Source: an optimization exercise on an open RTL-to-GDS flow (aim: small area, a short achievable clock period and few clock cycles per item). Production flows keep margins and buffers that such runs may drop.
RTL that was checked went through simulation tests only; none was proved equivalent to the original.
Function not checked in run 2: the RTL went through the layout flow alone.

==> flow/design.v <==
module calc_core (
	input             clk,
	input             rst,
	input             start,
	input      [9:0]  op,
	input      [19:0] a,
	input      [19:0] b,
	output            busy,
	output reg        done,
	output reg [19:0] result,
	output            neg,
	output     [47:0] hex
	);
	localparam OP_ADD  = 10'b0000000001;
	localparam OP_SUB  = 10'b0000000010;
	localparam OP_MUL  = 10'b0000000100;
	localparam OP_DIV  = 10'b0000001000;
	localparam OP_LOG  = 10'b1000000001;
	localparam OP_POW  = 10'b1000000010;
	localparam OP_FACT = 10'b1000000100;
	localparam OP_D2R  = 10'b1000001000;
	localparam N = 4;  
	reg        busy_r;
	reg        mode_pow;    
	reg        divz;        
	reg        acc1;        
	reg [19:0] ra;          
	reg [19:0] rb;          
	reg [2:0]  cnt;         
	assign busy = busy_r;
	assign neg  = result[19];
	wire accept = start & ~busy_r;
	wire        pmul   = rb[0] & ~acc1;            
	wire [19:0] mx = busy_r ? (pmul ? result : ra) : a;
	wire [19:0] my = busy_r ? ra : (op[1] ? a : b);
	wire [19:0] pp [0:19];
	genvar gi;
	generate
		for (gi = 0; gi < 20; gi = gi + 1) begin : g_pp
			assign pp[gi] = {20{mx[gi]}} & my;
		end
	endgenerate
	wire ms1 = pp[0][19] ^ pp[1][18];
	wire mc1 = pp[0][19] & pp[1][18];
	wire ms2 = pp[0][13] ^ pp[1][12];
	wire mc2 = pp[0][13] & pp[1][12];
	wire ms3 = pp[0][14] ^ pp[1][13] ^ pp[2][12];
	wire mc3 = (pp[0][14] & pp[1][13]) | (pp[2][12] & (pp[0][14] ^ pp[1][13]));
	wire ms4 = pp[3][11] ^ pp[4][10];
	wire mc4 = pp[3][11] & pp[4][10];
	wire ms5 = pp[0][15] ^ pp[1][14] ^ pp[2][13];
	wire mc5 = (pp[0][15] & pp[1][14]) | (pp[2][13] & (pp[0][15] ^ pp[1][14]));
	wire ms6 = pp[3][12] ^ pp[4][11] ^ pp[5][10];
	wire mc6 = (pp[3][12] & pp[4][11]) | (pp[5][10] & (pp[3][12] ^ pp[4][11]));
	wire ms7 = pp[6][9] ^ pp[7][8];
	wire mc7 = pp[6][9] & pp[7][8];
	wire ms8 = pp[0][16] ^ pp[1][15] ^ pp[2][14];
	wire mc8 = (pp[0][16] & pp[1][15]) | (pp[2][14] & (pp[0][16] ^ pp[1][15]));
	wire ms9 = pp[3][13] ^ pp[4][12] ^ pp[5][11];
	wire mc9 = (pp[3][13] & pp[4][12]) | (pp[5][11] & (pp[3][13] ^ pp[4][12]));
	wire ms10 = pp[6][10] ^ pp[7][9] ^ pp[8][8];
	wire mc10 = (pp[6][10] & pp[7][9]) | (pp[8][8] & (pp[6][10] ^ pp[7][9]));
	wire ms11 = pp[9][7] ^ pp[10][6];
	wire mc11 = pp[9][7] & pp[10][6];
	wire ms12 = pp[0][17] ^ pp[1][16] ^ pp[2][15];
	wire mc12 = (pp[0][17] & pp[1][16]) | (pp[2][15] & (pp[0][17] ^ pp[1][16]));
	wire ms13 = pp[3][14] ^ pp[4][13] ^ pp[5][12];
	wire mc13 = (pp[3][14] & pp[4][13]) | (pp[5][12] & (pp[3][14] ^ pp[4][13]));
	wire ms14 = pp[6][11] ^ pp[7][10] ^ pp[8][9];
	wire mc14 = (pp[6][11] & pp[7][10]) | (pp[8][9] & (pp[6][11] ^ pp[7][10]));
	wire ms15 = pp[9][8] ^ pp[10][7] ^ pp[11][6];
	wire mc15 = (pp[9][8] & pp[10][7]) | (pp[11][6] & (pp[9][8] ^ pp[10][7]));
	wire ms16 = pp[12][5] ^ pp[13][4];
	wire mc16 = pp[12][5] & pp[13][4];
	wire ms17 = pp[0][18] ^ pp[1][17] ^ pp[2][16];
	wire mc17 = (pp[0][18] & pp[1][17]) | (pp[2][16] & (pp[0][18] ^ pp[1][17]));
	wire ms18 = pp[3][15] ^ pp[4][14] ^ pp[5][13];
	wire mc18 = (pp[3][15] & pp[4][14]) | (pp[5][13] & (pp[3][15] ^ pp[4][14]));
	wire ms19 = pp[6][12] ^ pp[7][11] ^ pp[8][10];
	wire mc19 = (pp[6][12] & pp[7][11]) | (pp[8][10] & (pp[6][12] ^ pp[7][11]));
	wire ms20 = pp[9][9] ^ pp[10][8] ^ pp[11][7];
	wire mc20 = (pp[9][9] & pp[10][8]) | (pp[11][7] & (pp[9][9] ^ pp[10][8]));
	wire ms21 = pp[12][6] ^ pp[13][5] ^ pp[14][4];
	wire mc21 = (pp[12][6] & pp[13][5]) | (pp[14][4] & (pp[12][6] ^ pp[13][5]));
	wire ms22 = pp[15][3] ^ pp[16][2];
	wire mc22 = pp[15][3] & pp[16][2];
	wire ms23 = ms1 ^ pp[2][17] ^ pp[3][16];
	wire mc23 = (ms1 & pp[2][17]) | (pp[3][16] & (ms1 ^ pp[2][17]));
	wire ms24 = pp[4][15] ^ pp[5][14] ^ pp[6][13];
	wire mc24 = (pp[4][15] & pp[5][14]) | (pp[6][13] & (pp[4][15] ^ pp[5][14]));
	wire ms25 = pp[7][12] ^ pp[8][11] ^ pp[9][10];
	wire mc25 = (pp[7][12] & pp[8][11]) | (pp[9][10] & (pp[7][12] ^ pp[8][11]));
	wire ms26 = pp[10][9] ^ pp[11][8] ^ pp[12][7];
	wire mc26 = (pp[10][9] & pp[11][8]) | (pp[12][7] & (pp[10][9] ^ pp[11][8]));
	wire ms27 = pp[13][6] ^ pp[14][5] ^ pp[15][4];
	wire mc27 = (pp[13][6] & pp[14][5]) | (pp[15][4] & (pp[13][6] ^ pp[14][5]));
	wire ms28 = pp[16][3] ^ pp[17][2] ^ pp[18][1];
	wire mc28 = (pp[16][3] & pp[17][2]) | (pp[18][1] & (pp[16][3] ^ pp[17][2]));
	wire ms29 = pp[0][9] ^ pp[1][8];
	wire mc29 = pp[0][9] & pp[1][8];
	wire ms30 = pp[0][10] ^ pp[1][9] ^ pp[2][8];
	wire mc30 = (pp[0][10] & pp[1][9]) | (pp[2][8] & (pp[0][10] ^ pp[1][9]));
	wire ms31 = pp[3][7] ^ pp[4][6];
	wire mc31 = pp[3][7] & pp[4][6];
	wire ms32 = pp[0][11] ^ pp[1][10] ^ pp[2][9];
	wire mc32 = (pp[0][11] & pp[1][10]) | (pp[2][9] & (pp[0][11] ^ pp[1][10]));
	wire ms33 = pp[3][8] ^ pp[4][7] ^ pp[5][6];
	wire mc33 = (pp[3][8] & pp[4][7]) | (pp[5][6] & (pp[3][8] ^ pp[4][7]));
	wire ms34 = pp[6][5] ^ pp[7][4];
	wire mc34 = pp[6][5] & pp[7][4];
	wire ms35 = pp[0][12] ^ pp[1][11] ^ pp[2][10];
	wire mc35 = (pp[0][12] & pp[1][11]) | (pp[2][10] & (pp[0][12] ^ pp[1][11]));
	wire ms36 = pp[3][9] ^ pp[4][8] ^ pp[5][7];
	wire mc36 = (pp[3][9] & pp[4][8]) | (pp[5][7] & (pp[3][9] ^ pp[4][8]));
	wire ms37 = pp[6][6] ^ pp[7][5] ^ pp[8][4];
	wire mc37 = (pp[6][6] & pp[7][5]) | (pp[8][4] & (pp[6][6] ^ pp[7][5]));
	wire ms38 = pp[9][3] ^ pp[10][2];
	wire mc38 = pp[9][3] & pp[10][2];
	wire ms39 = ms2 ^ pp[2][11] ^ pp[3][10];
	wire mc39 = (ms2 & pp[2][11]) | (pp[3][10] & (ms2 ^ pp[2][11]));
	wire ms40 = pp[4][9] ^ pp[5][8] ^ pp[6][7];
	wire mc40 = (pp[4][9] & pp[5][8]) | (pp[6][7] & (pp[4][9] ^ pp[5][8]));
	wire ms41 = pp[7][6] ^ pp[8][5] ^ pp[9][4];
	wire mc41 = (pp[7][6] & pp[8][5]) | (pp[9][4] & (pp[7][6] ^ pp[8][5]));
	wire ms42 = pp[10][3] ^ pp[11][2] ^ pp[12][1];
	wire mc42 = (pp[10][3] & pp[11][2]) | (pp[12][1] & (pp[10][3] ^ pp[11][2]));
	wire ms43 = ms3 ^ ms4 ^ pp[5][9];
	wire mc43 = (ms3 & ms4) | (pp[5][9] & (ms3 ^ ms4));
	wire ms44 = pp[6][8] ^ pp[7][7] ^ pp[8][6];
	wire mc44 = (pp[6][8] & pp[7][7]) | (pp[8][6] & (pp[6][8] ^ pp[7][7]));
	wire ms45 = pp[9][5] ^ pp[10][4] ^ pp[11][3];
	wire mc45 = (pp[9][5] & pp[10][4]) | (pp[11][3] & (pp[9][5] ^ pp[10][4]));
	wire ms46 = pp[12][2] ^ pp[13][1] ^ pp[14][0];
	wire mc46 = (pp[12][2] & pp[13][1]) | (pp[14][0] & (pp[12][2] ^ pp[13][1]));
	wire ms47 = ms5 ^ ms6 ^ ms7;
	wire mc47 = (ms5 & ms6) | (ms7 & (ms5 ^ ms6));
	wire ms48 = pp[8][7] ^ pp[9][6] ^ pp[10][5];
	wire mc48 = (pp[8][7] & pp[9][6]) | (pp[10][5] & (pp[8][7] ^ pp[9][6]));
	wire ms49 = pp[11][4] ^ pp[12][3] ^ pp[13][2];
	wire mc49 = (pp[11][4] & pp[12][3]) | (pp[13][2] & (pp[11][4] ^ pp[12][3]));
	wire ms50 = pp[14][1] ^ pp[15][0] ^ mc3;
	wire mc50 = (pp[14][1] & pp[15][0]) | (mc3 & (pp[14][1] ^ pp[15][0]));
	wire ms51 = ms8 ^ ms9 ^ ms10;
	wire mc51 = (ms8 & ms9) | (ms10 & (ms8 ^ ms9));
	wire ms52 = ms11 ^ pp[11][5] ^ pp[12][4];
	wire mc52 = (ms11 & pp[11][5]) | (pp[12][4] & (ms11 ^ pp[11][5]));
	wire ms53 = pp[13][3] ^ pp[14][2] ^ pp[15][1];
	wire mc53 = (pp[13][3] & pp[14][2]) | (pp[15][1] & (pp[13][3] ^ pp[14][2]));
	wire ms54 = pp[16][0] ^ mc5 ^ mc6;
	wire mc54 = (pp[16][0] & mc5) | (mc6 & (pp[16][0] ^ mc5));
	wire ms55 = ms12 ^ ms13 ^ ms14;
	wire mc55 = (ms12 & ms13) | (ms14 & (ms12 ^ ms13));
	wire ms56 = ms15 ^ ms16 ^ pp[14][3];
	wire mc56 = (ms15 & ms16) | (pp[14][3] & (ms15 ^ ms16));
	wire ms57 = pp[15][2] ^ pp[16][1] ^ pp[17][0];
	wire mc57 = (pp[15][2] & pp[16][1]) | (pp[17][0] & (pp[15][2] ^ pp[16][1]));
	wire ms58 = mc8 ^ mc9 ^ mc10;
	wire mc58 = (mc8 & mc9) | (mc10 & (mc8 ^ mc9));
	wire ms59 = ms17 ^ ms18 ^ ms19;
	wire mc59 = (ms17 & ms18) | (ms19 & (ms17 ^ ms18));
	wire ms60 = ms20 ^ ms21 ^ ms22;
	wire mc60 = (ms20 & ms21) | (ms22 & (ms20 ^ ms21));
	wire ms61 = pp[17][1] ^ pp[18][0] ^ mc12;
	wire mc61 = (pp[17][1] & pp[18][0]) | (mc12 & (pp[17][1] ^ pp[18][0]));
	wire ms62 = mc13 ^ mc14 ^ mc15;
	wire mc62 = (mc13 & mc14) | (mc15 & (mc13 ^ mc14));
	wire ms63 = ms23 ^ ms24 ^ ms25;
	wire mc63 = (ms23 & ms24) | (ms25 & (ms23 ^ ms24));
	wire ms64 = ms26 ^ ms27 ^ ms28;
	wire mc64 = (ms26 & ms27) | (ms28 & (ms26 ^ ms27));
	wire ms65 = pp[19][0] ^ mc17 ^ mc18;
	wire mc65 = (pp[19][0] & mc17) | (mc18 & (pp[19][0] ^ mc17));
	wire ms66 = mc19 ^ mc20 ^ mc21;
	wire mc66 = (mc19 & mc20) | (mc21 & (mc19 ^ mc20));
	wire ms67 = pp[0][6] ^ pp[1][5];
	wire mc67 = pp[0][6] & pp[1][5];
	wire ms68 = pp[0][7] ^ pp[1][6] ^ pp[2][5];
	wire mc68 = (pp[0][7] & pp[1][6]) | (pp[2][5] & (pp[0][7] ^ pp[1][6]));
	wire ms69 = pp[3][4] ^ pp[4][3];
	wire mc69 = pp[3][4] & pp[4][3];
	wire ms70 = pp[0][8] ^ pp[1][7] ^ pp[2][6];
	wire mc70 = (pp[0][8] & pp[1][7]) | (pp[2][6] & (pp[0][8] ^ pp[1][7]));
	wire ms71 = pp[3][5] ^ pp[4][4] ^ pp[5][3];
	wire mc71 = (pp[3][5] & pp[4][4]) | (pp[5][3] & (pp[3][5] ^ pp[4][4]));
	wire ms72 = pp[6][2] ^ pp[7][1];
	wire mc72 = pp[6][2] & pp[7][1];
	wire ms73 = ms29 ^ pp[2][7] ^ pp[3][6];
	wire mc73 = (ms29 & pp[2][7]) | (pp[3][6] & (ms29 ^ pp[2][7]));
	wire ms74 = pp[4][5] ^ pp[5][4] ^ pp[6][3];
	wire mc74 = (pp[4][5] & pp[5][4]) | (pp[6][3] & (pp[4][5] ^ pp[5][4]));
	wire ms75 = pp[7][2] ^ pp[8][1] ^ pp[9][0];
	wire mc75 = (pp[7][2] & pp[8][1]) | (pp[9][0] & (pp[7][2] ^ pp[8][1]));
	wire ms76 = ms30 ^ ms31 ^ pp[5][5];
	wire mc76 = (ms30 & ms31) | (pp[5][5] & (ms30 ^ ms31));
	wire ms77 = pp[6][4] ^ pp[7][3] ^ pp[8][2];
	wire mc77 = (pp[6][4] & pp[7][3]) | (pp[8][2] & (pp[6][4] ^ pp[7][3]));
	wire ms78 = pp[9][1] ^ pp[10][0] ^ mc29;
	wire mc78 = (pp[9][1] & pp[10][0]) | (mc29 & (pp[9][1] ^ pp[10][0]));
	wire ms79 = ms32 ^ ms33 ^ ms34;
	wire mc79 = (ms32 & ms33) | (ms34 & (ms32 ^ ms33));
	wire ms80 = pp[8][3] ^ pp[9][2] ^ pp[10][1];
	wire mc80 = (pp[8][3] & pp[9][2]) | (pp[10][1] & (pp[8][3] ^ pp[9][2]));
	wire ms81 = pp[11][0] ^ mc30 ^ mc31;
	wire mc81 = (pp[11][0] & mc30) | (mc31 & (pp[11][0] ^ mc30));
	wire ms82 = ms35 ^ ms36 ^ ms37;
	wire mc82 = (ms35 & ms36) | (ms37 & (ms35 ^ ms36));
	wire ms83 = ms38 ^ pp[11][1] ^ pp[12][0];
	wire mc83 = (ms38 & pp[11][1]) | (pp[12][0] & (ms38 ^ pp[11][1]));
	wire ms84 = mc32 ^ mc33 ^ mc34;
	wire mc84 = (mc32 & mc33) | (mc34 & (mc32 ^ mc33));
	wire ms85 = ms39 ^ ms40 ^ ms41;
	wire mc85 = (ms39 & ms40) | (ms41 & (ms39 ^ ms40));
	wire ms86 = ms42 ^ pp[13][0] ^ mc35;
	wire mc86 = (ms42 & pp[13][0]) | (mc35 & (ms42 ^ pp[13][0]));
	wire ms87 = mc36 ^ mc37 ^ mc38;
	wire mc87 = (mc36 & mc37) | (mc38 & (mc36 ^ mc37));
	wire ms88 = ms43 ^ ms44 ^ ms45;
	wire mc88 = (ms43 & ms44) | (ms45 & (ms43 ^ ms44));
	wire ms89 = ms46 ^ mc2 ^ mc39;
	wire mc89 = (ms46 & mc2) | (mc39 & (ms46 ^ mc2));
	wire ms90 = mc40 ^ mc41 ^ mc42;
	wire mc90 = (mc40 & mc41) | (mc42 & (mc40 ^ mc41));
	wire ms91 = ms47 ^ ms48 ^ ms49;
	wire mc91 = (ms47 & ms48) | (ms49 & (ms47 ^ ms48));
	wire ms92 = ms50 ^ mc4 ^ mc43;
	wire mc92 = (ms50 & mc4) | (mc43 & (ms50 ^ mc4));
	wire ms93 = mc44 ^ mc45 ^ mc46;
	wire mc93 = (mc44 & mc45) | (mc46 & (mc44 ^ mc45));
	wire ms94 = ms51 ^ ms52 ^ ms53;
	wire mc94 = (ms51 & ms52) | (ms53 & (ms51 ^ ms52));
	wire ms95 = ms54 ^ mc7 ^ mc47;
	wire mc95 = (ms54 & mc7) | (mc47 & (ms54 ^ mc7));
	wire ms96 = mc48 ^ mc49 ^ mc50;
	wire mc96 = (mc48 & mc49) | (mc50 & (mc48 ^ mc49));
	wire ms97 = ms55 ^ ms56 ^ ms57;
	wire mc97 = (ms55 & ms56) | (ms57 & (ms55 ^ ms56));
	wire ms98 = ms58 ^ mc11 ^ mc51;
	wire mc98 = (ms58 & mc11) | (mc51 & (ms58 ^ mc11));
	wire ms99 = mc52 ^ mc53 ^ mc54;
	wire mc99 = (mc52 & mc53) | (mc54 & (mc52 ^ mc53));
	wire ms100 = ms59 ^ ms60 ^ ms61;
	wire mc100 = (ms59 & ms60) | (ms61 & (ms59 ^ ms60));
	wire ms101 = ms62 ^ mc16 ^ mc55;
	wire mc101 = (ms62 & mc16) | (mc55 & (ms62 ^ mc16));
	wire ms102 = mc56 ^ mc57 ^ mc58;
	wire mc102 = (mc56 & mc57) | (mc58 & (mc56 ^ mc57));
	wire ms103 = ms63 ^ ms64 ^ ms65;
	wire mc103 = (ms63 & ms64) | (ms65 & (ms63 ^ ms64));
	wire ms104 = ms66 ^ mc22 ^ mc59;
	wire mc104 = (ms66 & mc22) | (mc59 & (ms66 ^ mc22));
	wire ms105 = mc60 ^ mc61 ^ mc62;
	wire mc105 = (mc60 & mc61) | (mc62 & (mc60 ^ mc61));
	wire ms106 = pp[0][4] ^ pp[1][3];
	wire mc106 = pp[0][4] & pp[1][3];
	wire ms107 = pp[0][5] ^ pp[1][4] ^ pp[2][3];
	wire mc107 = (pp[0][5] & pp[1][4]) | (pp[2][3] & (pp[0][5] ^ pp[1][4]));
	wire ms108 = pp[3][2] ^ pp[4][1];
	wire mc108 = pp[3][2] & pp[4][1];
	wire ms109 = ms67 ^ pp[2][4] ^ pp[3][3];
	wire mc109 = (ms67 & pp[2][4]) | (pp[3][3] & (ms67 ^ pp[2][4]));
	wire ms110 = pp[4][2] ^ pp[5][1] ^ pp[6][0];
	wire mc110 = (pp[4][2] & pp[5][1]) | (pp[6][0] & (pp[4][2] ^ pp[5][1]));
	wire ms111 = ms68 ^ ms69 ^ pp[5][2];
	wire mc111 = (ms68 & ms69) | (pp[5][2] & (ms68 ^ ms69));
	wire ms112 = pp[6][1] ^ pp[7][0] ^ mc67;
	wire mc112 = (pp[6][1] & pp[7][0]) | (mc67 & (pp[6][1] ^ pp[7][0]));
	wire ms113 = ms70 ^ ms71 ^ ms72;
	wire mc113 = (ms70 & ms71) | (ms72 & (ms70 ^ ms71));
	wire ms114 = pp[8][0] ^ mc68 ^ mc69;
	wire mc114 = (pp[8][0] & mc68) | (mc69 & (pp[8][0] ^ mc68));
	wire ms115 = ms73 ^ ms74 ^ ms75;
	wire mc115 = (ms73 & ms74) | (ms75 & (ms73 ^ ms74));
	wire ms116 = mc70 ^ mc71 ^ mc72;
	wire mc116 = (mc70 & mc71) | (mc72 & (mc70 ^ mc71));
	wire ms117 = ms76 ^ ms77 ^ ms78;
	wire mc117 = (ms76 & ms77) | (ms78 & (ms76 ^ ms77));
	wire ms118 = mc73 ^ mc74 ^ mc75;
	wire mc118 = (mc73 & mc74) | (mc75 & (mc73 ^ mc74));
	wire ms119 = ms79 ^ ms80 ^ ms81;
	wire mc119 = (ms79 & ms80) | (ms81 & (ms79 ^ ms80));
	wire ms120 = mc76 ^ mc77 ^ mc78;
	wire mc120 = (mc76 & mc77) | (mc78 & (mc76 ^ mc77));
	wire ms121 = ms82 ^ ms83 ^ ms84;
	wire mc121 = (ms82 & ms83) | (ms84 & (ms82 ^ ms83));
	wire ms122 = mc79 ^ mc80 ^ mc81;
	wire mc122 = (mc79 & mc80) | (mc81 & (mc79 ^ mc80));
	wire ms123 = ms85 ^ ms86 ^ ms87;
	wire mc123 = (ms85 & ms86) | (ms87 & (ms85 ^ ms86));
	wire ms124 = mc82 ^ mc83 ^ mc84;
	wire mc124 = (mc82 & mc83) | (mc84 & (mc82 ^ mc83));
	wire ms125 = ms88 ^ ms89 ^ ms90;
	wire mc125 = (ms88 & ms89) | (ms90 & (ms88 ^ ms89));
	wire ms126 = mc85 ^ mc86 ^ mc87;
	wire mc126 = (mc85 & mc86) | (mc87 & (mc85 ^ mc86));
	wire ms127 = ms91 ^ ms92 ^ ms93;
	wire mc127 = (ms91 & ms92) | (ms93 & (ms91 ^ ms92));
	wire ms128 = mc88 ^ mc89 ^ mc90;
	wire mc128 = (mc88 & mc89) | (mc90 & (mc88 ^ mc89));
	wire ms129 = ms94 ^ ms95 ^ ms96;
	wire mc129 = (ms94 & ms95) | (ms96 & (ms94 ^ ms95));
	wire ms130 = mc91 ^ mc92 ^ mc93;
	wire mc130 = (mc91 & mc92) | (mc93 & (mc91 ^ mc92));
	wire ms131 = ms97 ^ ms98 ^ ms99;
	wire mc131 = (ms97 & ms98) | (ms99 & (ms97 ^ ms98));
	wire ms132 = mc94 ^ mc95 ^ mc96;
	wire mc132 = (mc94 & mc95) | (mc96 & (mc94 ^ mc95));
	wire ms133 = ms100 ^ ms101 ^ ms102;
	wire mc133 = (ms100 & ms101) | (ms102 & (ms100 ^ ms101));
	wire ms134 = mc97 ^ mc98 ^ mc99;
	wire mc134 = (mc97 & mc98) | (mc99 & (mc97 ^ mc98));
	wire ms135 = ms103 ^ ms104 ^ ms105;
	wire mc135 = (ms103 & ms104) | (ms105 & (ms103 ^ ms104));
	wire ms136 = mc100 ^ mc101 ^ mc102;
	wire mc136 = (mc100 & mc101) | (mc102 & (mc100 ^ mc101));
	wire ms137 = pp[0][3] ^ pp[1][2];
	wire mc137 = pp[0][3] & pp[1][2];
	wire ms138 = ms106 ^ pp[2][2] ^ pp[3][1];
	wire mc138 = (ms106 & pp[2][2]) | (pp[3][1] & (ms106 ^ pp[2][2]));
	wire ms139 = ms107 ^ ms108 ^ pp[5][0];
	wire mc139 = (ms107 & ms108) | (pp[5][0] & (ms107 ^ ms108));
	wire ms140 = ms109 ^ ms110 ^ mc107;
	wire mc140 = (ms109 & ms110) | (mc107 & (ms109 ^ ms110));
	wire ms141 = ms111 ^ ms112 ^ mc109;
	wire mc141 = (ms111 & ms112) | (mc109 & (ms111 ^ ms112));
	wire ms142 = ms113 ^ ms114 ^ mc111;
	wire mc142 = (ms113 & ms114) | (mc111 & (ms113 ^ ms114));
	wire ms143 = ms115 ^ ms116 ^ mc113;
	wire mc143 = (ms115 & ms116) | (mc113 & (ms115 ^ ms116));
	wire ms144 = ms117 ^ ms118 ^ mc115;
	wire mc144 = (ms117 & ms118) | (mc115 & (ms117 ^ ms118));
	wire ms145 = ms119 ^ ms120 ^ mc117;
	wire mc145 = (ms119 & ms120) | (mc117 & (ms119 ^ ms120));
	wire ms146 = ms121 ^ ms122 ^ mc119;
	wire mc146 = (ms121 & ms122) | (mc119 & (ms121 ^ ms122));
	wire ms147 = ms123 ^ ms124 ^ mc121;
	wire mc147 = (ms123 & ms124) | (mc121 & (ms123 ^ ms124));
	wire ms148 = ms125 ^ ms126 ^ mc123;
	wire mc148 = (ms125 & ms126) | (mc123 & (ms125 ^ ms126));
	wire ms149 = ms127 ^ ms128 ^ mc125;
	wire mc149 = (ms127 & ms128) | (mc125 & (ms127 ^ ms128));
	wire ms150 = ms129 ^ ms130 ^ mc127;
	wire mc150 = (ms129 & ms130) | (mc127 & (ms129 ^ ms130));
	wire ms151 = ms131 ^ ms132 ^ mc129;
	wire mc151 = (ms131 & ms132) | (mc129 & (ms131 ^ ms132));
	wire ms152 = ms133 ^ ms134 ^ mc131;
	wire mc152 = (ms133 & ms134) | (mc131 & (ms133 ^ ms134));
	wire ms153 = ms135 ^ ms136 ^ mc133;
	wire mc153 = (ms135 & ms136) | (mc133 & (ms135 ^ ms136));
	wire ms154 = pp[0][2] ^ pp[1][1];
	wire mc154 = pp[0][2] & pp[1][1];
	wire ms155 = ms137 ^ pp[2][1] ^ pp[3][0];
	wire mc155 = (ms137 & pp[2][1]) | (pp[3][0] & (ms137 ^ pp[2][1]));
	wire ms156 = ms138 ^ pp[4][0] ^ mc137;
	wire mc156 = (ms138 & pp[4][0]) | (mc137 & (ms138 ^ pp[4][0]));
	wire ms157 = ms139 ^ mc106 ^ mc138;
	wire mc157 = (ms139 & mc106) | (mc138 & (ms139 ^ mc106));
	wire ms158 = ms140 ^ mc108 ^ mc139;
	wire mc158 = (ms140 & mc108) | (mc139 & (ms140 ^ mc108));
	wire ms159 = ms141 ^ mc110 ^ mc140;
	wire mc159 = (ms141 & mc110) | (mc140 & (ms141 ^ mc110));
	wire ms160 = ms142 ^ mc112 ^ mc141;
	wire mc160 = (ms142 & mc112) | (mc141 & (ms142 ^ mc112));
	wire ms161 = ms143 ^ mc114 ^ mc142;
	wire mc161 = (ms143 & mc114) | (mc142 & (ms143 ^ mc114));
	wire ms162 = ms144 ^ mc116 ^ mc143;
	wire mc162 = (ms144 & mc116) | (mc143 & (ms144 ^ mc116));
	wire ms163 = ms145 ^ mc118 ^ mc144;
	wire mc163 = (ms145 & mc118) | (mc144 & (ms145 ^ mc118));
	wire ms164 = ms146 ^ mc120 ^ mc145;
	wire mc164 = (ms146 & mc120) | (mc145 & (ms146 ^ mc120));
	wire ms165 = ms147 ^ mc122 ^ mc146;
	wire mc165 = (ms147 & mc122) | (mc146 & (ms147 ^ mc122));
	wire ms166 = ms148 ^ mc124 ^ mc147;
	wire mc166 = (ms148 & mc124) | (mc147 & (ms148 ^ mc124));
	wire ms167 = ms149 ^ mc126 ^ mc148;
	wire mc167 = (ms149 & mc126) | (mc148 & (ms149 ^ mc126));
	wire ms168 = ms150 ^ mc128 ^ mc149;
	wire mc168 = (ms150 & mc128) | (mc149 & (ms150 ^ mc128));
	wire ms169 = ms151 ^ mc130 ^ mc150;
	wire mc169 = (ms151 & mc130) | (mc150 & (ms151 ^ mc130));
	wire ms170 = ms152 ^ mc132 ^ mc151;
	wire mc170 = (ms152 & mc132) | (mc151 & (ms152 ^ mc132));
	wire ms171 = ms153 ^ mc134 ^ mc152;
	wire mc171 = (ms153 & mc134) | (mc152 & (ms153 ^ mc134));
	wire [19:0] mt0 = {ms171, ms170, ms169, ms168, ms167, ms166, ms165, ms164, ms163, ms162, ms161, ms160, ms159, ms158, ms157, ms156, ms155, ms154, pp[0][1], pp[0][0]};
	wire [19:0] mt1 = {mc170, mc169, mc168, mc167, mc166, mc165, mc164, mc163, mc162, mc161, mc160, mc159, mc158, mc157, mc156, mc155, mc154, pp[2][0], pp[1][0], 1'b0};
	wire        use_tree = busy_r | op[2] | op[9];
	wire [19:0] sum_x = use_tree ? mt0 : a;
	wire [19:0] sum_y = use_tree ? mt1 : (b ^ {20{op[1]}});
	wire [19:0] prod  = sum_x + sum_y + {19'd0, op[1] & ~use_tree};
	wire [19:0] addsub = prod;
	function [19:0] fact_lut;
		input [4:0] x;
		begin
			case (x)
			5'd0: fact_lut = 20'd1;
			5'd1: fact_lut = 20'd1;
			5'd2: fact_lut = 20'd2;
			5'd3: fact_lut = 20'd6;
			5'd4: fact_lut = 20'd24;
			5'd5: fact_lut = 20'd120;
			5'd6: fact_lut = 20'd720;
			5'd7: fact_lut = 20'd5040;
			5'd8: fact_lut = 20'd40320;
			5'd9: fact_lut = 20'd362880;
			5'd10: fact_lut = 20'd483072;
			5'd11: fact_lut = 20'd70912;
			5'd12: fact_lut = 20'd850944;
			5'd13: fact_lut = 20'd576512;
			5'd14: fact_lut = 20'd731136;
			5'd15: fact_lut = 20'd481280;
			5'd16: fact_lut = 20'd360448;
			5'd17: fact_lut = 20'd884736;
			5'd18: fact_lut = 20'd196608;
			5'd19: fact_lut = 20'd589824;
			5'd20: fact_lut = 20'd262144;
			5'd21: fact_lut = 20'd262144;
			5'd22: fact_lut = 20'd524288;
			5'd23: fact_lut = 20'd524288;
			default: fact_lut = 20'd0;
			endcase
		end
	endfunction
	wire [19:0] fact_r = (a < 20'd24) ? fact_lut(a[4:0]) : 20'd0;
	wire [19:0] d2r_r  = a / 20'd60;
	reg [19:0] dq, dr;
	reg [20:0] dt;
	reg [21:0] dd;
	integer s;
	always @* begin
		dr = ra;
		dq = result;
		for (s = 0; s < N; s = s + 1) begin
			dt = {dr, dq[19]};
			dq = {dq[18:0], 1'b0};
			dd = {1'b0, dt} - {2'b0, rb};
			if (!dd[21]) begin
				dr = dd[19:0];
				dq[0] = 1'b1;
			end else
				dr = dt[19:0];
		end
	end
	reg [4:0] la, lb;
	integer m;
	always @* begin
		la = 5'd0;
		lb = 5'd0;
		for (m = 0; m < 20; m = m + 1) begin
			if (a[m]) la = m + 1;
			if (b[m]) lb = m + 1;
		end
	end
	wire [4:0] ldiff = la - lb;
	wire       qzero = (la < lb);
	wire [19:0] log_r = {15'd0, (la[4:1] == 4'd0) ? 5'd0 : la - 5'd1};
	reg [2:0]  j0;
	always @* begin
		if (ldiff >= 5'd16) j0 = 3'd4;
		else j0 = {1'b0, ldiff[3:2]};
	end
	wire pzero = (a == 20'd0) ||
		(a[0]   == 1'b0  && b >= 20'd20) ||
		(a[1:0] == 2'd0  && b >= 20'd10) ||
		(a[2:0] == 3'd0  && b >= 20'd7)  ||
		(a[3:0] == 4'd0  && b >= 20'd5)  ||
		(a[4:0] == 5'd0  && b >= 20'd4)  ||
		(a[6:0] == 7'd0  && b >= 20'd3)  ||
		(a[9:0] == 10'd0 && b >= 20'd2);
	wire take_prod = busy_r ?
		(mode_pow & ((rb[0] & ~acc1) | (~rb[0] & acc1 & (rb[19:1] == 19'd1)))) :
		(start & ((op == OP_MUL) | ((op == OP_POW) & (b == 20'd2) & ~pzero)));
	always @(posedge clk) begin
		done <= 1'b0;
		if (rst) begin
			busy_r <= 1'b0;
		end else if (!busy_r) begin
			if (start) begin
				divz <= 1'b0;
				case (op)
				OP_ADD:  begin result <= addsub; done <= 1'b1; end
				OP_SUB:  begin result <= addsub; done <= 1'b1; end
				OP_MUL:  done <= 1'b1;
				OP_LOG:  begin result <= log_r; done <= 1'b1; end
				OP_FACT: begin result <= fact_r; done <= 1'b1; end
				OP_D2R:  begin result <= d2r_r; done <= 1'b1; end
				OP_DIV: begin
					rb <= b;
					mode_pow <= 1'b0;
					if (b == 20'd0) begin
						result <= 20'd0; divz <= 1'b1; done <= 1'b1;
					end else if (qzero) begin
						result <= 20'd0; done <= 1'b1;
					end else begin
						busy_r <= 1'b1;
						cnt <= j0;
						case (j0)
						3'd0: begin ra <= {4'd0,  a[19:4]};  result <= {a[3:0],  16'd0}; end
						3'd1: begin ra <= {8'd0,  a[19:8]};  result <= {a[7:0],  12'd0}; end
						3'd2: begin ra <= {12'd0, a[19:12]}; result <= {a[11:0], 8'd0};  end
						3'd3: begin ra <= {16'd0, a[19:16]}; result <= {a[15:0], 4'd0};  end
						default: begin ra <= 20'd0; result <= a; end
						endcase
					end
				end
				OP_POW: begin
					mode_pow <= 1'b1;
					if (b == 20'd0) begin
						result <= a; done <= 1'b1;
					end else if (pzero) begin
						result <= 20'd0; done <= 1'b1;
					end else if (b == 20'd2) begin
						done <= 1'b1;
					end else begin
						result <= b[0] ? a : 20'd1;
						acc1 <= ~b[0];
						ra <= prod;
						rb <= {1'b0, b[19:1]};
						if (b[19:1] == 19'd0) done <= 1'b1;
						else busy_r <= 1'b1;
					end
				end
				default: begin result <= 20'd63; done <= 1'b1; end
				endcase
			end
		end else if (!mode_pow) begin
			ra <= dr;
			result <= dq;
			cnt <= cnt - 3'd1;
			if (cnt == 3'd0) begin
				busy_r <= 1'b0; done <= 1'b1;
			end
		end else begin
			if (rb[0]) begin
				if (acc1) begin
					result <= ra;
					acc1 <= 1'b0;
					ra <= prod;
					rb <= {1'b0, rb[19:1]};
				end else begin
					rb[0] <= 1'b0;
				end
				if (rb[19:1] == 19'd0) begin
					busy_r <= 1'b0; done <= 1'b1;
				end
			end else begin
				ra <= prod;
				rb <= {1'b0, rb[19:1]};
				if (acc1 && rb[19:1] == 19'd1) begin
					busy_r <= 1'b0; done <= 1'b1;
				end
			end
		end
		if (!rst && take_prod) result <= prod;
	end
	function [7:0] seg;
		input [3:0] d;
		reg sa, sb, sc, sd, se, sf, sg;
		begin
			sa = d[3] | d[1] | (d[2] & d[0]) | (~d[2] & ~d[0]);
			sb = ~d[2] | (~d[1] & ~d[0]) | (d[1] & d[0]);
			sc = d[2] | ~d[1] | d[0];
			sd = d[3] | (~d[2] & ~d[0]) | (~d[2] & d[1]) | (d[1] & ~d[0]) |
			     (d[2] & ~d[1] & d[0]);
			se = (~d[2] & ~d[0]) | (d[1] & ~d[0]);
			sf = d[3] | (~d[1] & ~d[0]) | (d[2] & ~d[1]) | (d[2] & ~d[0]);
			sg = d[3] | (d[2] & ~d[1]) | (~d[2] & d[1]) | (d[1] & ~d[0]);
			seg = {1'b1, ~sg, ~sf, ~se, ~sd, ~sc, ~sb, ~sa};
		end
	endfunction
	reg [19:0] low_or;
	integer q;
	always @* begin
		low_or[0] = 1'b0;
		for (q = 1; q < 20; q = q + 1)
			low_or[q] = |(result & ((20'd1 << q) - 20'd1));
	end
	wire [19:0] mag = result ^ ({20{result[19]}} & low_or);
	function [3:0] add3;
		input [3:0] d;
		begin
			add3[3] = d[3] | (d[2] & d[0]) | (d[2] & d[1]);
			add3[2] = (d[3] & d[0]) | (d[2] & ~d[1] & ~d[0]);
			add3[1] = (d[3] & ~d[0]) | (~d[2] & d[1]) | (d[1] & d[0]);
			add3[0] = (d[3] & ~d[0]) | (~d[3] & ~d[2] & d[0]) | (d[2] & d[1] & ~d[0]);
		end
	endfunction
	reg [23:0] bcd;
	integer i;
	always @* begin
		bcd = 24'd0;
		for (i = 19; i >= 0; i = i - 1) begin
			bcd[3:0]   = add3(bcd[3:0]);
			bcd[7:4]   = add3(bcd[7:4]);
			bcd[11:8]  = add3(bcd[11:8]);
			bcd[15:12] = add3(bcd[15:12]);
			bcd[19:16] = add3(bcd[19:16]);
			bcd[23:20] = add3(bcd[23:20]);
			bcd = {bcd[22:0], mag[i]};
		end
	end
	assign hex = divz ? 48'hFB8EAB_FFFFFF :
		{seg(bcd[23:20]), seg(bcd[19:16]), seg(bcd[15:12]),
		 seg(bcd[11:8]), seg(bcd[7:4]), seg(bcd[3:0])};
endmodule
==> flow/flow/run.sh <==
#!/bin/bash
# The standard layout, with a stronger buffer on every input and output port
# than buffer_ports picks by default.
set -euo pipefail
bash standard.sh "BUFFER_PORTS_ARGS=-buffer_cell sky130_fd_sc_hd__buf_2" finish > standard_make.log 2>&1
==> flow/standard.sh <==
#!/bin/bash
# synth_recipe.tcl (not shown) runs the flow's synth.tcl, then flattens the netlist and writes it again
# the make line also repeats each setting of config.mk as NAME=value (left out here)
make -C /OpenROAD-flow-scripts/flow DESIGN_CONFIG=/design/flow/config.mk WORK_HOME=/design/flow/orfs CLKGATE_MAP_FILE= SYNTH_SCRIPT=/design/flow/synth_recipe.tcl "${@:-finish}"
==> flow/config.mk <==
export PLATFORM = sky130hd
export DESIGN_NAME = calc_core
export DESIGN_NICKNAME = calc_core
export VERILOG_FILES = /design/flow/design.v
export SDC_FILE = /design/flow/constraint.sdc
export NUM_CORES = 4
export LEC_CHECK = 0
export ABC_AREA = 1
export CAP_MARGIN = 20
export CORE_MARGIN = 2
export CORE_UTILIZATION = 40
export SLEW_MARGIN = 20
==> flow/constraint.sdc <==
create_clock -name core_clock -period 55.0 [get_ports {clk}]
set_input_delay 11.0000 -clock core_clock [delete_from_list [all_inputs] [get_ports {clk}]]
set_output_delay 11.0000 -clock core_clock [all_outputs]
set_load 0.01 [all_outputs]
==> flow_summary.yaml, run 1 <==
grt:
  grt_max_degree: 65
  grt_usage_pct: 29.4
  grt_pass1_vias: 23800
  antenna_found_initial: 1
  grt_pass1_wl_microns: 135000
  gr-total-overflow: 0
sta:
  min_period_over_period_pct: 33.9
  fin_setup_tns_ns: 0
  max_slew_margin_pct: 19.8
  rsz0062_at_grt: "false"
  fmax_mhz: 53.7
  worst_pin_slew_ns: 1.20
  finalSetupViolations: 0
  min_period_ns: 18.62
  hold_violations: 0
  maxSlewViolCount: 0
  fin_skew_ns: 0.0149
cells_and_area:
  layout.area.seq_sq_mm: 0.00202
  drive_gt1_share_pct: 9.21
  final_nets: 4120
  syn_to_final_growth_pct: 7.50
  stdcell_area_sq_mm: 0.0243
  finish.utilization_pct: 43.3
  fillerInstances: 6197
  multi_input_comb_area_sq_mm: 0.0178
  final_cells: 4558
outcome:
  outcome: "finished clean"
worst_hold_path:
  min_from: "cnt[0]"
  hold_depth: 3
  hold-path-endpoint: "cnt[0]"
  holdCritPathClass: "reg -> reg"
setup_path:
  crit_slowest_cell: "clkinv_1"
  cp_max_fo: 48
  reg2reg_depth: 86
  max_stage_delay_ns: 0.81
  startpoint_type: "input port"
  critPathKind: "in -> reg"
  end_kind: "register"
  r2r-end: "ra[19]"
  crit_required_ns: 55.07
  reg2reg_from: "result[19]"
  r2r_slack_ns: 38.24
  crit_arrival_ns: 18.69
clock_tree:
  h-tree-depth: 3
  cts.hold.buffers_added: 0
  cts_made_buffers: 9
  cts_tree: "done"
  clk_latency_ns: 0.35
  ctsLongestPathBuffers: 2
  clk_transition_reported_paths_ns: 0.07
  root_buffer: "clkbuf_16"
  cts.sinks: 68
  cts_setup_buffers: 0
  cts_resized: 0
floorplanning:
  die_h_microns: 242
  core_area_sq_mm: 0.0562
  pin_count: 124
  fp.dieArea_sq_mm: 0.0585
  rows: 87
  start_util_pct: 40.3
  die_width_microns: 242
synthesis:
  synth_top_cell_by_area: "nand2_1"
  syn_area_sq_mm: 0.0226
  yosysUniqueCellTypes: 64
  ys_seq_elements: 68
  yosysWarnings: 1
  synthesis.instances: 3739
  synth-main-ff-cell: "edfxtp_1"
  ys_top_cells_by_count: "nand2_1, inv_1, nor2_1, nand3_1, o21ai_0"
  synthTopCellsByArea: "nand2_1, fa_1, inv_1, edfxtp_1, ha_1"
  synth_edf_count: 66
  yosysTopAreaCellShare_pct: 17.7
  seq_area_frac_synth_pct: 8.93
  synth.most_common_cell: "nand2_1"
  async_flop_share_pct: 0
  synth_area_per_cell_sq_um: 6.05
routing:
  wl_per_cell_microns: 19.2
  viasPerCell: 5.56
  postRouteAntennaNets: 0
  drt-total-wl_microns: 87600
  route.vias.total: 25400
  remaining_drc_errors: 0
  initialDrtViolationCount: 2696
  drtPass1Iterations: 7
job:
  cap_violations: 0
place:
  port_buffers: 117
  dp_hpwl_microns: 70300
  place.gp.congestion: 1.04
  numPlacedInstances: 4541
  place_area_sq_mm: 0.0240
flip-flops by register name, summed over array words and instances, names as in the netlist:
name	cells
rb	20
busy_r	1
cnt	3
acc1	1
mode_pow	1
ra	20
divz	1
done	1
result	20
final cells by class:
| class | count | share of cell area, % |
|---|---|---|
| Inverter | 621 | 9.58 |
| Antenna cell | 1 | 0.0103 |
| Timing Repair Buffer | 156 | 3.61 |
| Tap cell | 756 | 3.89 |
| Sequential cell | 68 | 8.31 |
| Clock inverter | 7 | 0.339 |
| Multi-Input combinational cell | 2940 | 73.3 |
| Clock buffer | 9 | 0.926 |
per-stage QoR:
stage                     setup WS [ns]  hold slack, ns
after floorplan                   37.74           0.630
after global placement            36.38           0.662
after detailed placement          36.25           0.668
after CTS                         36.57           0.677
after global routing              35.47           0.714
final                             36.38           0.674
logic make-up (layout without fill, tap and decap cells):
group | after synthesis | count (layout) | synth area share, %
DFF | 68 | 68 | 8.93
buffers and inverters | 736 | 793 | 12.4
muxes | 1 | 1 | 0.0442
xor gates and xnor gates | 141 | 141 | 5.49
AOI/OAI and AO/OA | 704 | 704 | 19.1
adders and majority gates | 271 | 271 | 19.7
and+or+nand+nor | 1817 | 1817 | 34.3
other | 1 | 7 | 0.0166
critical path: cells and delay by family:
| kind | cells | cell delay [ns] |
|---|---|---|
| buf+inv | 8 | 1.99 |
| compound gates | 16 | 2.41 |
| fa+ha+maj | 5 | 2.36 |
| simple gates | 5 | 0.69 |
| xor+xnor | 1 | 0.20 |
cells in the final DEF, fill, tap and decap left out, types with 11 or more instances in the layout:
cell type / instances
a21o_1: 13
a21oi_1: 189
a221oi_1: 28
a22oi_1: 15
a31oi_1: 12
buf_2: 117
buf_4: 39
clkinv_1: 27
edfxtp_1: 66
fa_1: 142
ha_1: 129
inv_1: 570
inv_2: 24
nand2_1: 1067
nand2_2: 63
nand3_1: 224
nand3_2: 24
nand4_1: 31
nor2_1: 316
nor2_2: 18
nor3_1: 22
nor4_1: 13
o2111ai_1: 12
o211ai_1: 20
o21ai_0: 212
o21ai_1: 25
o21ai_2: 11
o21bai_1: 34
o221ai_1: 40
o22ai_1: 33
o31ai_1: 13
or2_2: 12
xnor2_1: 48
xor2_1: 92
metal layers:
layer / routed length, microns / vias to the layer above / global-route usage [%]
met4: 6100 / 0 / 16.4
met5: 0 / - / 0
li1: - / 12300 / -
met2: 36000 / 1340 / 44.9
met1: 36200 / 11500 / 39.1
met3: 9300 / 300 / 5.46
how the worst max path moves through the flow:
stage | startpoint | to | slack (ns) | depth (start not counted)
6_report | op[1] | result[18] | 36.38 | 35
5_1_grt | result[0] | hex[19] | 35.47 | 64
4_1_cts | op[1] | result[18] | 36.57 | 35
3_5_place_dp | op[1] | result[18] | 36.25 | 35
3_3_place_gp | op[1] | result[18] | 36.38 | 30
2_1_floorplan | op[1] | result[19] | 37.74 | 33
Testbench counts, summed over its fixed seeds: cycles 2,871, items 1,920.
==> run 2: changes to the inputs <==
--- a/flow/design.v
+++ b/flow/design.v
@@ -32,7 +32,7 @@
 	wire accept = start & ~busy_r;
 	wire        pmul   = rb[0] & ~acc1;            
 	wire [19:0] mx = busy_r ? (pmul ? result : ra) : a;
-	wire [19:0] my = busy_r ? ra : (op[1] ? a : b);
+	wire [19:0] my = busy_r ? ra : (op[9] ? a : b);
 	wire [19:0] pp [0:19];
 	genvar gi;
 	generate
@@ -441,19 +441,29 @@
 				dr = dt[19:0];
 		end
 	end
-	reg [4:0] la, lb;
-	integer m;
-	always @* begin
-		la = 5'd0;
-		lb = 5'd0;
-		for (m = 0; m < 20; m = m + 1) begin
-			if (a[m]) la = m + 1;
-			if (b[m]) lb = m + 1;
+	function [4:0] msb;
+		input [19:0] v;
+		reg [15:0] x1;
+		reg [7:0]  x2;
+		reg [3:0]  x3;
+		reg [1:0]  x4;
+		begin
+			msb[4] = |v[19:16];
+			x1 = msb[4] ? {12'd0, v[19:16]} : v[15:0];
+			msb[3] = |x1[15:8];
+			x2 = msb[3] ? x1[15:8] : x1[7:0];
+			msb[2] = |x2[7:4];
+			x3 = msb[2] ? x2[7:4] : x2[3:0];
+			msb[1] = |x3[3:2];
+			x4 = msb[1] ? x3[3:2] : x3[1:0];
+			msb[0] = x4[1];
 		end
-	end
-	wire [4:0] ldiff = la - lb;
-	wire       qzero = (la < lb);
-	wire [19:0] log_r = {15'd0, (la[4:1] == 4'd0) ? 5'd0 : la - 5'd1};
+	endfunction
+	wire [4:0] pa = msb(a);
+	wire [4:0] pb = msb(b);
+	wire [4:0] ldiff = pa - pb;
+	wire       qzero = (a == 20'd0) | (pa < pb);
+	wire [19:0] log_r = {15'd0, pa};
 	reg [2:0]  j0;
 	always @* begin
 		if (ldiff >= 5'd16) j0 = 3'd4;
==> run 2 against run 1 <==
Wire length rose by 2.9%. Maximum frequency rose by 0.83%. Synthesized cell count fell by 1.5%. Critical endpoint is now result[19]. Flip-flop and latch count did not move. Critical path depth fell by 4. Global-route usage rose by 0.90 points.
==> flow_summary.yaml, run 2 <==
clock_tree:
  cts.sinks: 68
  cts_tree: "done"
  root_buffer: "clkbuf_16"
  cts_made_buffers: 9
  cts_setup_buffers: 0
  ctsLongestPathBuffers: 2
  cts.hold.buffers_added: 0
  cts_resized: 0
  h-tree-depth: 3
  clk_latency_ns: 0.35
  clk_transition_reported_paths_ns: 0.07
setup_path:
  crit_slowest_cell: "a22oi_1"
  end_kind: "register"
  startpoint_type: "input port"
  cp_max_fo: 24
  crit_arrival_ns: 18.65
  critPathKind: "in -> reg"
  reg2reg_depth: 86
  crit_required_ns: 55.19
  max_stage_delay_ns: 0.76
  worst_path_most_repeated_cell: "nand2_1"
cells_and_area:
  fillerInstances: 6201
  drive_gt1_share_pct: 9.57
  top_regs: "ra x20, rb x20, result x20"
  final_cell_mix: "nand2_1, inv_1, nor2_1, a21oi_1, nand3_1"
  syn_to_final_growth_pct: 7.00
  final_common_cell: "nand2_1"
  final_nets: 4071
place:
  dp_hpwl_microns: 72800
  port_buffers: 117
  place.gp.congestion: 1.05
sta:
  max_slew_margin_pct: 28.5
  maxSlewViolCount: 0
  fmax_mhz: 54.1
  finalSetupViolations: 0
  hold_violations: 0
  min_period_over_period_pct: 33.6
  min_period_ns: 18.47
  worst_pin_slew_ns: 1.06
  fin_setup_tns_ns: 0
  fin_skew_ns: 0.0107
  rsz0062_at_grt: "false"
synthesis:
  synthTopCellsByArea: "nand2_1, fa_1, edfxtp_1, inv_1, ha_1"
  yosysUniqueCellTypes: 71
  synth_area_per_cell_sq_um: 6.14
  synthesis.instances: 3682
  ys_seq_elements: 68
  seq_area_frac_synth_pct: 8.94
  ys_top_cells_by_count: "nand2_1, inv_1, nor2_1, a21oi_1"
  synth_edf_count: 66
  synth.most_common_cell: "nand2_1"
  syn_area_sq_mm: 0.0226
  yosysTopAreaCellShare_pct: 17.0
  synth_top_cell_by_area: "nand2_1"
  async_flop_share_pct: 0
  yosysWarnings: 1
  synth-main-ff-cell: "edfxtp_1"
grt:
  grt_max_degree: 72
  grt_usage_pct: 30.3
  grt_pass1_wl_microns: 139000
  grt_pass1_vias: 24100
  gr-total-overflow: 0
  antenna_found_initial: 5
routing:
  drtPass1Iterations: 6
  remaining_drc_errors: 0
  route.vias.total: 25500
  postRouteAntennaNets: 0
  wl_per_cell_microns: 20.0
  initialDrtViolationCount: 2548
  viasPerCell: 5.65
  drt-total-wl_microns: 90100
outcome:
  outcome: "finished clean"
floorplanning:
  die_h_microns: 242
  start_util_pct: 40.3
  die_width_microns: 242
  pin_count: 124
  fp.dieArea_sq_mm: 0.0585
  rows: 87
  core_area_sq_mm: 0.0562
worst_hold_path:
  hold_depth: 1
  holdCritPathClass: "reg -> reg"
job:
  cap_violations: 0
==> run 2: changes by cell type after synthesis, moves of 9 or more <==
cell,before,now
xor2_1,92,83
xnor2_1,48,71
a21oi_1,190,219
clkbuf_8,0,9
nand3_1,224,207
inv_2,23,33
o22ai_1,33,50
clkbuf_1,87,72
inv_1,571,523
nand2_1,1067,1027
==> run 2: final cells by class <==
type | instances | area [sq um] | share of cell area (%)
well taps | 756 | 946 | 3.91
repair buffers | 162 | 923 | 3.82
clock buffers | 9 | 225 | 0.931
clock inverters | 7 | 80.1 | 0.331
diodes | 1 | 2.50 | 0.0103
flip-flops and latches | 68 | 2020 | 8.36
inverters | 577 | 2170 | 8.95
multi-input cells | 2930 | 17800 | 73.7
==> run 2: logic make-up after synthesis <==
group | after synthesis | synth area share [%]
AND/OR/NAND/NOR | 1767 | 33.4
AO/OA/AOI/OAI | 732 | 19.6
buffers and inverters | 689 | 12.4
adder cells (fa/ha/maj) | 270 | 19.6
XOR/XNOR | 154 | 5.96
flip-flops | 68 | 8.94
other | 1 | 0.0166
multiplexers | 1 | 0.0443
==> run 2: path summary, 6_finish.rpt <==
| check | slack, ns | endpoint | start |
|---|---|---|---|
| min reg2reg | 0.58 | cnt[0] | cnt[0] |
| max | 36.53 | result[19] | op[9] |
| max reg2reg | 39.40 | ra[6] | rb[1] |
| min | 0.58 | cnt[0] | cnt[0] |
==> run 2: per-layer routing <==
metal / track usage, % / up-vias / part of all wire, %
met5: 0 / - / 0.048
li1: - / 12200 / -
met2: 47.8 / 1289 / 43
met3: 6.73 / 324 / 10
met4: 15.4 / 6 / 6.4
met1: 38.9 / 11700 / 41
==> run 2: metrics by stage <==
step / instance area [sq um] / hold slack (ns) / setup slack [ns] / instances / utilization [%]
2_1_floorplan: 22600 / 0.549 / 37.96 / 3687 / -
4_1_cts: 24200 / 0.589 / 36.64 / 4508 / 43.1
5_1_grt: 24200 / 0.636 / 35.67 / 4510 / 43.1
3_3_place_gp: 23900 / 0.582 / 36.37 / 4492 / 42.5
6_report: 24200 / 0.584 / 36.53 / 4510 / 43.1
3_5_place_dp: 23900 / 0.579 / 36.39 / 4492 / 42.5
==> run 2: worst max-delay path, delay by kind of cell <==
family / cells / cell delay (ns)
fa+ha+maj: 6 / 3.06
xor+xnor: 1 / 0.29
compound gates: 8 / 2.02
buf+inv: 4 / 0.89
simple gates: 12 / 1.39
==> run 3: changes to the inputs <==
--- a/flow/design.v
+++ b/flow/design.v
@@ -32,7 +32,7 @@
 	wire accept = start & ~busy_r;
 	wire        pmul   = rb[0] & ~acc1;            
 	wire [19:0] mx = busy_r ? (pmul ? result : ra) : a;
-	wire [19:0] my = busy_r ? ra : (op[9] ? a : b);
+	wire [19:0] my = busy_r ? ra : (op[1] ? a : b);
 	wire [19:0] pp [0:19];
 	genvar gi;
 	generate
--- a/flow/config.mk
+++ b/flow/config.mk
@@ -9,4 +9,5 @@
 export CAP_MARGIN = 20
 export CORE_MARGIN = 2
 export CORE_UTILIZATION = 40
+export PLACE_DENSITY = 0.8
 export SLEW_MARGIN = 20
==> run 3 against run 2 <==
Global-route usage is 2.5 points lower. Core utilization is 0.15 points higher. First-iteration DRC count is 29% higher. Non-clock buffer count is 9 lower. Critical path depth is 23 higher. Critical endpoint is now hex[27]. Largest cell class unchanged.
==> flow_summary.yaml, run 3 <==
setup_path:
  crit_required_ns: 44.00
  crit_start: "result[1]"
  end_kind: "output pin"
  cp-endpoint: "hex[27]"
  max_stage_delay_ns: 0.69
  critPathKind: "reg -> out"
  reg2reg_depth: 90
  r2r_slack_ns: 38.34
  startpoint_type: "register"
  reg2reg_from: "result[19]"
  crit_arrival_ns: 7.30
  r2r-end: "ra[7]"
  worst_path_most_repeated_cell: "nand2_1"
  cp_max_fo: 7
  crit_slowest_cell: "edfxtp_1"
routing:
  drtPass1Iterations: 9
  viasPerCell: 5.71
  initialDrtViolationCount: 3275
  drt-total-wl_microns: 83300
  route.vias.total: 25900
  wl_per_cell_microns: 18.4
  postRouteAntennaNets: 0
  remaining_drc_errors: 0
synthesis:
  synthTopCellsByArea: "nand2_1, fa_1, inv_1, edfxtp_1, ha_1"
  synthesis.instances: 3707
  yosysUniqueCellTypes: 68
  synth_mux_area_share_pct: 0.0499
  synthSimpleGateAreaFrac_pct: 34.3
  synth_compound_area_share_pct: 19.2
  yosysWarnings: 1
  synth-xor-area-share_pct: 5.50
  ys_top_cells_by_count: "nand2_1, inv_1, nor2_1, nand3_1, o21ai_0"
  synth_edf_count: 66
  async_flop_share_pct: 0
  synth_top_family_by_area: "simple AND/OR/NAND/NOR gates"
  synth_area_per_cell_sq_um: 6.09
  synth.most_common_cell: "nand2_1"
  synth_top_cell_by_area: "nand2_1"
  seq_area_frac_synth_pct: 8.96
  ys_seq_elements: 68
  yosys.area_share.adder_pct: 19.7
  syn_area_sq_mm: 0.0226
  yosysTopAreaCellShare_pct: 17.3
  synth-main-ff-cell: "edfxtp_1"
sta:
  max_slew_margin_pct: 24.8
  fin_skew_ns: 0.0156
  worst_pin_slew_ns: 1.13
  fmax_mhz: 54.6
  maxSlewViolCount: 0
  fin_setup_tns_ns: 0
  min_period_over_period_pct: 33.3
  rsz0062_at_grt: "false"
  hold_slack_ns: 0.587
  finalSetupViolations: 0
  min_period_ns: 18.30
  hold_violations: 0
cells_and_area:
  final_cell_mix: "nand2_1, inv_1, nor2_1, nand3_1, o21ai_0"
  top_regs: "ra x20, rb x20, result x20"
  drive_gt1_share_pct: 10.4
  final_nets: 4087
  syn_to_final_growth_pct: 7.37
  fillerInstances: 5879
  stdcell_area_sq_mm: 0.0242
  final_common_cell: "nand2_1"
  finish.utilization_pct: 43.2
  multi_input_comb_area_sq_mm: 0.0178
  layout.area.seq_sq_mm: 0.00202
clock_tree:
  clk_transition_reported_paths_ns: 0.06
  cts_tree: "done"
  root_buffer: "clkbuf_16"
  cts.sinks: 68
  cts_resized: 0
  ctsLongestPathBuffers: 2
  h-tree-depth: 3
  clk_latency_ns: 0.36
  cts_made_buffers: 9
  cts_setup_buffers: 0
  cts.hold.buffers_added: 0
floorplanning:
  core_area_sq_mm: 0.0561
  start_util_pct: 40.3
  rows: 87
  die_h_microns: 242
  pin_count: 124
  die_width_microns: 242
  fp.dieArea_sq_mm: 0.0584
grt:
  gr-total-overflow: 0
  grt_pass1_vias: 24200
  grt_pass1_wl_microns: 130000
  grt_max_degree: 52
  grt_usage_pct: 27.8
  antenna_found_initial: 1
outcome:
  outcome: "finished clean"
place:
  place_area_sq_mm: 0.0240
  place.gp.congestion: 1.11
  dp_hpwl_microns: 66500
  port_buffers: 117
job:
  cap_violations: 0
worst_hold_path:
  holdCritPathClass: "reg -> reg"
[run 3: cell count changes after synthesis, sizes merged, moves of 9 or more]
cell   previous run  this run
a21oi           224       196
nand2          1087      1103
xnor2            71        53
nand3           228       250
o21ai           251       260
inv             556       599
nor2            352       336
o22ai            50        40
[run 3: metrics by stage]
stage | std cells | setup slack [ns]
final | 4527 | 36.70
after global routing | 4525 | 35.71
after CTS | 4525 | 36.77
after detailed placement | 4509 | 36.81
after global placement | 4509 | 36.86
after floorplan | 3712 | 37.88
[run 3: area by class of cell]
type	instances	area share, %
Antenna cell	2	0.0206
Clock buffer	9	0.929
Clock inverter	7	0.206
Inverter	615	9.52
Multi-Input combinational cell	2917	73.5
Sequential cell	68	8.34
Tap cell	756	3.90
Timing Repair Buffer	153	3.53
[run 3: cell families after synthesis]
kind of cell | after synthesis
mux | 1
xor+xnor | 140
buf+inv | 727
flops | 68
simple gates | 1791
fa+ha+maj | 270
compound gates | 709
other cells | 1
[run 3: critical path, delay by kind of cell, from the launching register on]
kind	cells	cell delay, ns
AO/OA/AOI/OAI	5	1.05
flip-flops	1	0.69
AND/OR/NAND/NOR	43	4.74
buffers and inverters	6	0.48
[run 3: worst min path at each step]
stage	end	cells after the start	startpoint	slack, ns
floorplan	cnt[0]	1	cnt[0]	0.55
global placement	cnt[0]	1	cnt[0]	0.58
detailed placement	cnt[0]	1	cnt[0]	0.58
CTS	cnt[0]	1	cnt[0]	0.59
global route	cnt[0]	1	cnt[0]	0.65
finish	cnt[0]	1	cnt[0]	0.59
[run 3: routing by layer]
metal,global-route usage (%),routed length [microns],up-vias
met5,0,10,-
met4,15.3,5770,2
met3,6.96,10600,400
met2,42.9,34600,1546
met1,35.5,32400,11700
li1,-,-,12200
Testbench counts of run 3, summed over its fixed seeds: cycles 2,871, items 1,920.
==> run 4: changes to the inputs <==
--- a/flow/config.mk
+++ b/flow/config.mk
@@ -9,5 +9,4 @@
 export CAP_MARGIN = 20
 export CORE_MARGIN = 2
 export CORE_UTILIZATION = 40
-export PLACE_DENSITY = 0.8
 export SLEW_MARGIN = 20
==> run 4 against run 3 <==
Sequential share of layout area about the same. Non-clock buffer count increased by 9. Cell count is 0.18% higher. Area after synthesis unchanged. Critical path depth grew 1. First-iteration DRC count decreased by 17%. Global-route usage grew 1.3 points. Design area increased by 0.55%. Synthesized cell count did not move. Count of clock-buffer cells in the layout is the same.
==> flow_summary.yaml, run 4 <==
sta:
  min_period_ns: 18.23
  maxSlewViolCount: 0
  fin_skew_ns: 0.0106
  fmax_mhz: 54.8
  fin_setup_tns_ns: 0
  rsz0062_at_grt: "false"
  min_period_over_period_pct: 33.2
  worst_pin_slew_ns: 1.04
  finalSetupViolations: 0
  max_slew_margin_pct: 30.2
  hold_violations: 0
clock_tree:
  cts_made_buffers: 9
  cts.sinks: 68
  ctsLongestPathBuffers: 2
  cts.hold.buffers_added: 0
  clk_transition_reported_paths_ns: 0.07
  cts_tree: "done"
  cts_setup_buffers: 0
  cts_resized: 0
  clk_latency_ns: 0.34
  h-tree-depth: 3
  root_buffer: "clkbuf_16"
floorplanning:
  core_area_sq_mm: 0.0561
  start_util_pct: 40.3
  fp.dieArea_sq_mm: 0.0584
  die_width_microns: 242
  rows: 87
  pin_count: 124
  die_h_microns: 242
cells_and_area:
  drive_gt1_share_pct: 10.6
  layout.area.seq_sq_mm: 0.00202
  syn_to_final_growth_pct: 7.96
  top_regs: "ra x20, rb x20, result x20"
  final_nets: 4096
  fillerInstances: 6048
  multi_input_comb_area_sq_mm: 0.0178
  final_common_cell: "nand2_1"
  final_cell_mix: "nand2_1, inv_1, nor2_1, nand3_1, o21ai_0"
  final_cells: 4535
synthesis:
  synthTopCellsByArea: "nand2_1, fa_1, inv_1, edfxtp_1, ha_1"
  ys_top_cells_by_count: "nand2_1, inv_1, nor2_1, nand3_1, o21ai_0"
  yosysWarnings: 1
  synth_area_per_cell_sq_um: 6.09
  ys_seq_elements: 68
  async_flop_share_pct: 0
  synth.most_common_cell: "nand2_1"
  synth-main-ff-cell: "edfxtp_1"
  synthesis.instances: 3707
  synth_top_cell_by_area: "nand2_1"
  syn_area_sq_mm: 0.0226
  synth_edf_count: 66
  seq_area_frac_synth_pct: 8.96
  yosysTopAreaCellShare_pct: 17.3
  yosysUniqueCellTypes: 68
place:
  dp_hpwl_microns: 70300
  place.gp.congestion: 1.04
  port_buffers: 117
  numPlacedInstances: 4514
setup_path:
  reg2reg_depth: 91
  cp_max_fo: 7
  crit_cells: 55
  cp-endpoint: "hex[27]"
  crit_slowest_cell: "edfxtp_1"
  end_kind: "output pin"
  crit_arrival_ns: 7.23
  crit_start: "result[5]"
  r2r-end: "ra[12]"
  reg2reg_from: "result[19]"
  worst_path_most_repeated_cell: "nand2_1"
  max_stage_delay_ns: 0.50
  crit_required_ns: 44.00
  startpoint_type: "register"
  critPathKind: "reg -> out"
  crit_buf_inv: 8
  r2r_slack_ns: 38.59
  crit_family: "simple AND/OR/NAND/NOR gates"
routing:
  remaining_drc_errors: 0
  drtPass1Iterations: 6
  wl_per_cell_microns: 19.3
  postRouteAntennaNets: 0
  route.vias.total: 25400
  drt-total-wl_microns: 87400
  viasPerCell: 5.61
  initialDrtViolationCount: 2720
grt:
  grt_pass1_wl_microns: 134000
  grt_max_degree: 53
  grt_pass1_vias: 23400
  gr-total-overflow: 0
  antenna_found_initial: 0
  grt_usage_pct: 29.1
worst_hold_path:
  holdCritPathClass: "reg -> reg"
  hold_depth: 1
  min_from: "cnt[0]"
outcome:
  outcome: "finished clean"
job:
  cap_violations: 0
run 4: cell counts after synthesis:
No cell type changed its count.
run 4: metal layers:
layer	vias to the layer above	GRT usage, %	share of wire (%)
met3	258	4.77	9.6
met2	1207	46.3	43
li1	12200	-	-
met1	11700	39.0	42
met5	-	0	0
met4	0	12.5	5.2
run 4: kinds of logic after synthesis:
logic type | Yosys count | synth area share, %
flops | 68 | 8.96
fa+ha+maj | 270 | 19.7
xor+xnor | 140 | 5.50
simple gates | 1791 | 34.3
other cells | 1 | 0.0166
mux | 1 | 0.0499
compound gates | 709 | 19.2
buf+inv | 727 | 12.3
run 4: worst register-to-register path: cells and delay by family (launching register included):
family	cells	cell delay [ns]
AOI/OAI and AO/OA	45	8.85
and+or+nand+nor	30	3.17
buffers and inverters	12	2.59
adders and majority gates	4	1.22
DFF	1	0.32
run 4: worst min path at each step:
stage	endpoint	slack, ns
finish	cnt[0]	0.59
global route	cnt[0]	0.61
detailed placement	cnt[0]	0.58
CTS	cnt[0]	0.59
floorplan	cnt[0]	0.55
global placement	cnt[0]	0.58
run 4: per-stage QoR:
stage | hold slack (ns) | utilization [%] | setup WS [ns] | area, sq um
6_report | 0.590 | 43.5 | 36.77 | 24400
3_5_place_dp | 0.578 | 42.8 | 36.85 | 24000
4_1_cts | 0.587 | 43.4 | 36.83 | 24300
3_3_place_gp | 0.581 | 42.8 | 36.99 | 24000
5_1_grt | 0.612 | 43.5 | 35.83 | 24400
2_1_floorplan | 0.549 | - | 37.88 | 22600
run 4: area by class of cell:
class / instances / share of cell area [%]
multi-input combinational: 2917 / 73.2
timing repair buffer: 162 / 3.79
clock inverter: 7 / 0.406
sequential: 68 / 8.30
tap: 756 / 3.88
antenna: 1 / 0.0103
inverter: 615 / 9.47
clock buffer: 9 / 0.924

[static timing again, ports no longer ideal]
No port has a modelled driver above. Below, the same layouts with a new extraction and two added sets of constraints. Step 1 sets driving cells, clkbuf_16 on the clock port and buf_2 on the other inputs (assumed; they add their load-dependent delay and slew). Step 2 also shifts input and output timing later by t, the mid clock arrival at the registers, as if the neighbouring blocks saw the same clock. a / b / c = ideal / step 1 / step 2; a / b = the first two.
run | t (ns) | setup slack, ns | worst setup path after step 2 | worst register clock-pin slew, ns | pins driven straight from the clock port
run 1 | 0.393 | 36.379 / 36.392 / 36.000 | input to register | 0.07 / 0.07 | 1
run 2 | 0.389 | 36.532 / 36.518 / 36.129 | input to register | 0.07 / 0.07 | 1
run 3 | 0.394 | 36.701 / 36.657 / 36.541 | input to register | 0.07 / 0.07 | 1
run 4 | 0.376 | 36.767 / 36.725 / 36.647 | input to register | 0.07 / 0.07 | 1
After both steps every run listed still meets setup and hold. The setup slack of run 2, which loses most, moves by -0.014 ns with the drivers and by -0.403 ns with both steps.
